This design comes from an exercise in tuning for small area on the open sky130 flow, not from production work. The RTL was checked by simulation tests, not by an equivalence proof against the original design. Power figures rest on the tool's default switching activity, not on a simulated workload.

==> module Seven_seg_decoder, before the edit <==
module Seven_seg_decoder(
    input [3:0] input_digit,
    output [7:1] seg_set
    );
    localparam [15:0] S7 = 16'b1111110001010010;
    localparam [15:0] S6 = 16'b1111110001100000;
    localparam [15:0] S5 = 16'b1111110000000100;
    localparam [15:0] S4 = 16'b1111111010010010;
    localparam [15:0] S3 = 16'b1111111010111010;
    localparam [15:0] S2 = 16'b1111110010001110;
    localparam [15:0] S1 = 16'b1111110010000011;
    assign seg_set = {S7[input_digit], S6[input_digit], S5[input_digit], S4[input_digit],
                      S3[input_digit], S2[input_digit], S1[input_digit]};
endmodule
==> module Debouncer, before the edit <==
module Debouncer #(parameter [8:0] KV = 9'b000000011) (
    input clk_i,
    input rst_i,
    input button,
    output pulse
    );
    localparam [8:0] TV = 9'b010000111;    
    localparam [8:0] INV = 9'b010101010;
    reg P, C;
    reg [8:0] q;
    wire [8:0] c = q ^ INV;
    wire tc = (c == TV);
    always @(posedge clk_i or posedge rst_i)
    begin
        if(rst_i)
        begin
            P <= 1'b0;
            C <= 1'b0;
        end
        else
        begin
            P <= P ^ (C & tc);
            C <= C ? ~tc : (P ^ button);
        end
    end
    always @(posedge clk_i)
        q <= (C ? {c[7:0], ~(c[8] ^ c[4])} : {8'b0, ~P}) ^ INV;
    assign pulse = C & ~P & (c == KV);
endmodule
==> module Main_clock, before the edit <==
module Main_clock(
    input clk_i,
    input rst_i,
    input t_pulse,       
    input h_pulse,       
    input m_pulse,       
    output reg [3:0] hr_left,
    output reg [3:0] hr_right,
    output reg [2:0] min_left,
    output reg [3:0] min_right
    );
    localparam [14:0] INV = 15'b010101010101010;
    localparam [14:0] LV = 15'b101010101010101;
    localparam [14:0] TF = 15'b111010101001010;
    localparam [14:0] MF = 15'b000000000110000;
    localparam [14:0] TS = 15'b101001010010011;
    localparam [14:0] MS = 15'b101011111111011;
    reg mode;
    reg ph, pm;
    reg [14:0] tq;
    wire [14:0] tc = tq ^ INV;
    reg [5:0] seconds;
    wire ht = t_pulse;
    wire hh = ph & ~ht;
    wire hm = pm & ~ht & ~ph;
    wire tick = ~ht & (mode ? ((tc & MF) == (TF & MF)) : ((tc & MS) == (TS & MS)));
    wire A = &seconds[5:2];                        
    wire B = ~A & (min_right == 4'd10);
    wire Cc = ~A & ~B & min_left[2] & min_left[1];  
    wire D = ~A & ~B & ~Cc & (hr_right == 4'd10);
    wire E = ~A & ~B & ~Cc & ~D & (hr_left == 4'd2) & (hr_right == 4'd4);
    always @(posedge clk_i or posedge rst_i)
    begin
        if(rst_i)
        begin
            mode <= 1'b0;
            ph <= 1'b0;
            pm <= 1'b0;
            tq <= 15'd0;
            seconds <= 6'd0;
            hr_left <= 4'd0;
            hr_right <= 4'd0;
            min_left <= 3'd0;
            min_right <= 4'd0;
        end
        else
        begin
            mode <= mode ^ ht;
            ph <= h_pulse | (ph & ht);
            pm <= m_pulse | (pm & (ht | ph));
            tq <= ((tick | ht) ? LV : {tc[13:0], ~(tc[14] ^ tc[6])}) ^ INV;
            seconds <= A ? 6'd0 : seconds + {5'd0, tick};
            min_right <= B ? 4'd0 : (A | hm) ? min_right + 4'd1 : min_right;
            min_left <= B ? min_left + 3'd1 : Cc ? 3'd0 : min_left;
            hr_right <= (D | E) ? 4'd0 : (Cc | hh) ? hr_right + 4'd1 : hr_right;
            hr_left <= D ? hr_left + 4'd1 : E ? 4'd0 : hr_left;
        end
    end
endmodule
==> module Display_driver, before the edit <==
module Display_driver(
    input clk_i,
    input rst_i,
    input [3:0] hr_left,
    input [3:0] hr_right,
    input [2:0] min_left,
    input [3:0] min_right,
    output [7:0] led7_an_o,
    output [7:0] led7_seg_o
    );
    localparam [5:0] T50 = 6'b010001;
    localparam [5:0] R50 = 6'b110001;
    reg [5:0] c50;
    reg [8:0] r;         
    reg blink;
    reg started;
    reg [3:0] d;         
    wire refresh = (c50 == T50);
    wire wrap = &r;
    reg [3:0] dsel;
    always @(*)
        case (r[1:0])
            2'd0: dsel = hr_left;
            2'd1: dsel = hr_right;
            2'd2: dsel = {1'b0, min_left};
            default: dsel = min_right;
        endcase
    always @(posedge clk_i or posedge rst_i)
    begin
        if(rst_i)
        begin
            c50 <= R50;
            r <= 9'd112;
            blink <= 1'b0;
            started <= 1'b0;
        end
        else
        begin
            c50 <= {c50[4:0], ~(c50[5] ^ c50[0]) ^ refresh};
            if (refresh)
                r <= wrap ? 9'd112 : r + 9'd1;
            blink <= blink ^ (refresh & wrap);
            started <= started | refresh;
        end
    end
    always @(posedge clk_i)
        if (refresh)
            d <= dsel;
    wire [7:1] seg;
    Seven_seg_decoder dec(d, seg);
    assign led7_an_o[7:4] = 4'b1111;
    assign led7_an_o[3] = started & (r[1:0] != 2'd1);
    assign led7_an_o[2] = started & (r[1:0] != 2'd2);
    assign led7_an_o[1] = started & (r[1:0] != 2'd3);
    assign led7_an_o[0] = started & (r[1:0] != 2'd0);
    assign led7_seg_o[7:1] = started ? seg : 7'd0;
    assign led7_seg_o[0] = started & ((r[1:0] != 2'd2) | blink);
endmodule
clock: 10.0 ns
lec_check: 0
cap_margin: 20
core_margin: 2
core_utilization: 40
slew_margin: 20
run.sh (not shown) runs the stock make flow with config.mk's settings and CLKGATE_MAP_FILE= SYNTH_SCRIPT=/design/flow/synth_recipe.tcl, a recipe that flattens the netlist after the stock synthesis.
Then changed:
--- a/flow/design.v
+++ b/flow/design.v
@@ -1,32 +1,37 @@
 `timescale 1ns / 1ps
 module Seven_seg_decoder(
     input [3:0] input_digit,
-    output [7:1] seg_set
+    output reg [7:1] seg_set
     );
-    localparam [15:0] S7 = 16'b1111110001010010;
-    localparam [15:0] S6 = 16'b1111110001100000;
-    localparam [15:0] S5 = 16'b1111110000000100;
-    localparam [15:0] S4 = 16'b1111111010010010;
-    localparam [15:0] S3 = 16'b1111111010111010;
-    localparam [15:0] S2 = 16'b1111110010001110;
-    localparam [15:0] S1 = 16'b1111110010000011;
-    assign seg_set = {S7[input_digit], S6[input_digit], S5[input_digit], S4[input_digit],
-                      S3[input_digit], S2[input_digit], S1[input_digit]};
+    always @(*)
+    begin
+        case(input_digit)
+            0: seg_set = 7'b0000001;
+            1: seg_set = 7'b1001111;
+            2: seg_set = 7'b0010010;
+            3: seg_set = 7'b0000110;
+            4: seg_set = 7'b1001100;
+            5: seg_set = 7'b0100100;
+            6: seg_set = 7'b1100000;
+            7: seg_set = 7'b0001111;
+            8: seg_set = 7'b0000000;
+            9: seg_set = 7'b0001100;
+            default: seg_set = 7'b1111111;
+        endcase
+    end
 endmodule
 `timescale 1ns / 1ps
 module Debouncer #(parameter [8:0] KV = 9'b000000011) (
     input clk_i,
     input rst_i,
     input button,
     output pulse
     );
     localparam [8:0] TV = 9'b010000111;    
-    localparam [8:0] INV = 9'b010101010;
     reg P, C;
-    reg [8:0] q;
-    wire [8:0] c = q ^ INV;
+    reg [8:0] c;
     wire tc = (c == TV);
     always @(posedge clk_i or posedge rst_i)
     begin
         if(rst_i)
         begin
@@ -38,11 +43,11 @@
             P <= P ^ (C & tc);
             C <= C ? ~tc : (P ^ button);
         end
     end
     always @(posedge clk_i)
-        q <= (C ? {c[7:0], ~(c[8] ^ c[4])} : {8'b0, ~P}) ^ INV;
+        c <= C ? {c[7:0], ~(c[8] ^ c[4])} : {8'b0, ~P};
     assign pulse = C & ~P & (c == KV);
 endmodule
 `timescale 1ns / 1ps
 module Main_clock(
     input clk_i,
@@ -53,20 +58,17 @@
     output reg [3:0] hr_left,
     output reg [3:0] hr_right,
     output reg [2:0] min_left,
     output reg [3:0] min_right
     );
-    localparam [14:0] INV = 15'b010101010101010;
-    localparam [14:0] LV = 15'b101010101010101;
-    localparam [14:0] TF = 15'b111010101001010;
-    localparam [14:0] MF = 15'b000000000110000;
-    localparam [14:0] TS = 15'b101001010010011;
-    localparam [14:0] MS = 15'b101011111111011;
+    localparam [14:0] TF = 15'b010101010110011;
+    localparam [14:0] MF = 15'b000000000101000;
+    localparam [14:0] TS = 15'b000001000111100;
+    localparam [14:0] MS = 15'b111110111110110;
     reg mode;
     reg ph, pm;
-    reg [14:0] tq;
-    wire [14:0] tc = tq ^ INV;
+    reg [14:0] tc;
     reg [5:0] seconds;
     wire ht = t_pulse;
     wire hh = ph & ~ht;
     wire hm = pm & ~ht & ~ph;
     wire tick = ~ht & (mode ? ((tc & MF) == (TF & MF)) : ((tc & MS) == (TS & MS)));
@@ -80,11 +82,11 @@
         if(rst_i)
         begin
             mode <= 1'b0;
             ph <= 1'b0;
             pm <= 1'b0;
-            tq <= 15'd0;
+            tc <= 15'd0;
             seconds <= 6'd0;
             hr_left <= 4'd0;
             hr_right <= 4'd0;
             min_left <= 3'd0;
             min_right <= 4'd0;
@@ -92,11 +94,11 @@
         else
         begin
             mode <= mode ^ ht;
             ph <= h_pulse | (ph & ht);
             pm <= m_pulse | (pm & (ht | ph));
-            tq <= ((tick | ht) ? LV : {tc[13:0], ~(tc[14] ^ tc[6])}) ^ INV;
+            tc <= (tick | ht) ? 15'd1 : {tc[13:0], ~(tc[14] ^ tc[0])};
             seconds <= A ? 6'd0 : seconds + {5'd0, tick};
             min_right <= B ? 4'd0 : (A | hm) ? min_right + 4'd1 : min_right;
             min_left <= B ? min_left + 3'd1 : Cc ? 3'd0 : min_left;
             hr_right <= (D | E) ? 4'd0 : (Cc | hh) ? hr_right + 4'd1 : hr_right;
             hr_left <= D ? hr_left + 4'd1 : E ? 4'd0 : hr_left;
@@ -112,18 +114,18 @@
     input [2:0] min_left,
     input [3:0] min_right,
     output [7:0] led7_an_o,
     output [7:0] led7_seg_o
     );
-    localparam [5:0] T50 = 6'b010001;
-    localparam [5:0] R50 = 6'b110001;
+    localparam [5:0] T50 = 6'b100111;
+    localparam [5:0] M50 = 6'b100111;
     reg [5:0] c50;
     reg [8:0] r;         
     reg blink;
     reg started;
     reg [3:0] d;         
-    wire refresh = (c50 == T50);
+    wire refresh = (c50 & M50) == (T50 & M50);
     wire wrap = &r;
     reg [3:0] dsel;
     always @(*)
         case (r[1:0])
             2'd0: dsel = hr_left;
@@ -133,18 +135,18 @@
         endcase
     always @(posedge clk_i or posedge rst_i)
     begin
         if(rst_i)
         begin
-            c50 <= R50;
+            c50 <= 6'd0;
             r <= 9'd112;
             blink <= 1'b0;
             started <= 1'b0;
         end
         else
         begin
-            c50 <= {c50[4:0], ~(c50[5] ^ c50[0]) ^ refresh};
+            c50 <= refresh ? 6'd1 : {c50[4:0], ~(c50[5] ^ c50[0])};
             if (refresh)
                 r <= wrap ? 9'd112 : r + 9'd1;
             blink <= blink ^ (refresh & wrap);
             started <= started | refresh;
         end
- count of clock-buffer cells in the layout is unchanged
- global-route usage came out lower by 0.44 points
- maximum frequency increases by 10%
- final cell count climbs by about 2.5%
- clock skew hardly moves
- sequential share of layout area rises by 1.3 points
- power went down by 1.5%
- via count fell by 2.7%
- register-to-register slack got worse by 60 ps
- sequential power goes up by about 4%
- routed wire length is lower by 1.2%
- hold slack improved by 96 ps

-- afterwards: timing with drivers on the ports --
The results above use ideal ports. As a check the final layouts listed here were re-extracted and re-timed, cells and wires unchanged.
Step 1: set_driving_cell puts a clkbuf_16 on clk_i and a buf_2 on each other input, an assumption about the parent block.
Step 2 times the ports against the registers' clock, not the clock port: input delays grow and output delays shrink by t, the midpoint of the rising clock arrivals with the driver on.
Slacks: ideal / step 1 / step 2; pairs: ideal / step 1.
| run | t (ns) | setup slack, ns | worst hold slack (ns) | latest minus earliest clock arrival (ns) | worst data-port slew with drivers (ns) |
|---|---|---|---|---|---|
| the first run | 0.390 | 5.735 / 5.702 / 6.092 | 0.359 / 0.359 / 0.359 | 0.014 / 0.014 | 0.03 |
| the second run | 0.400 | 6.135 / 6.101 / 6.501 | 0.455 / 0.455 / 0.455 | 0.012 / 0.013 | 0.03 |
After both steps setup and hold are still met in every run listed.
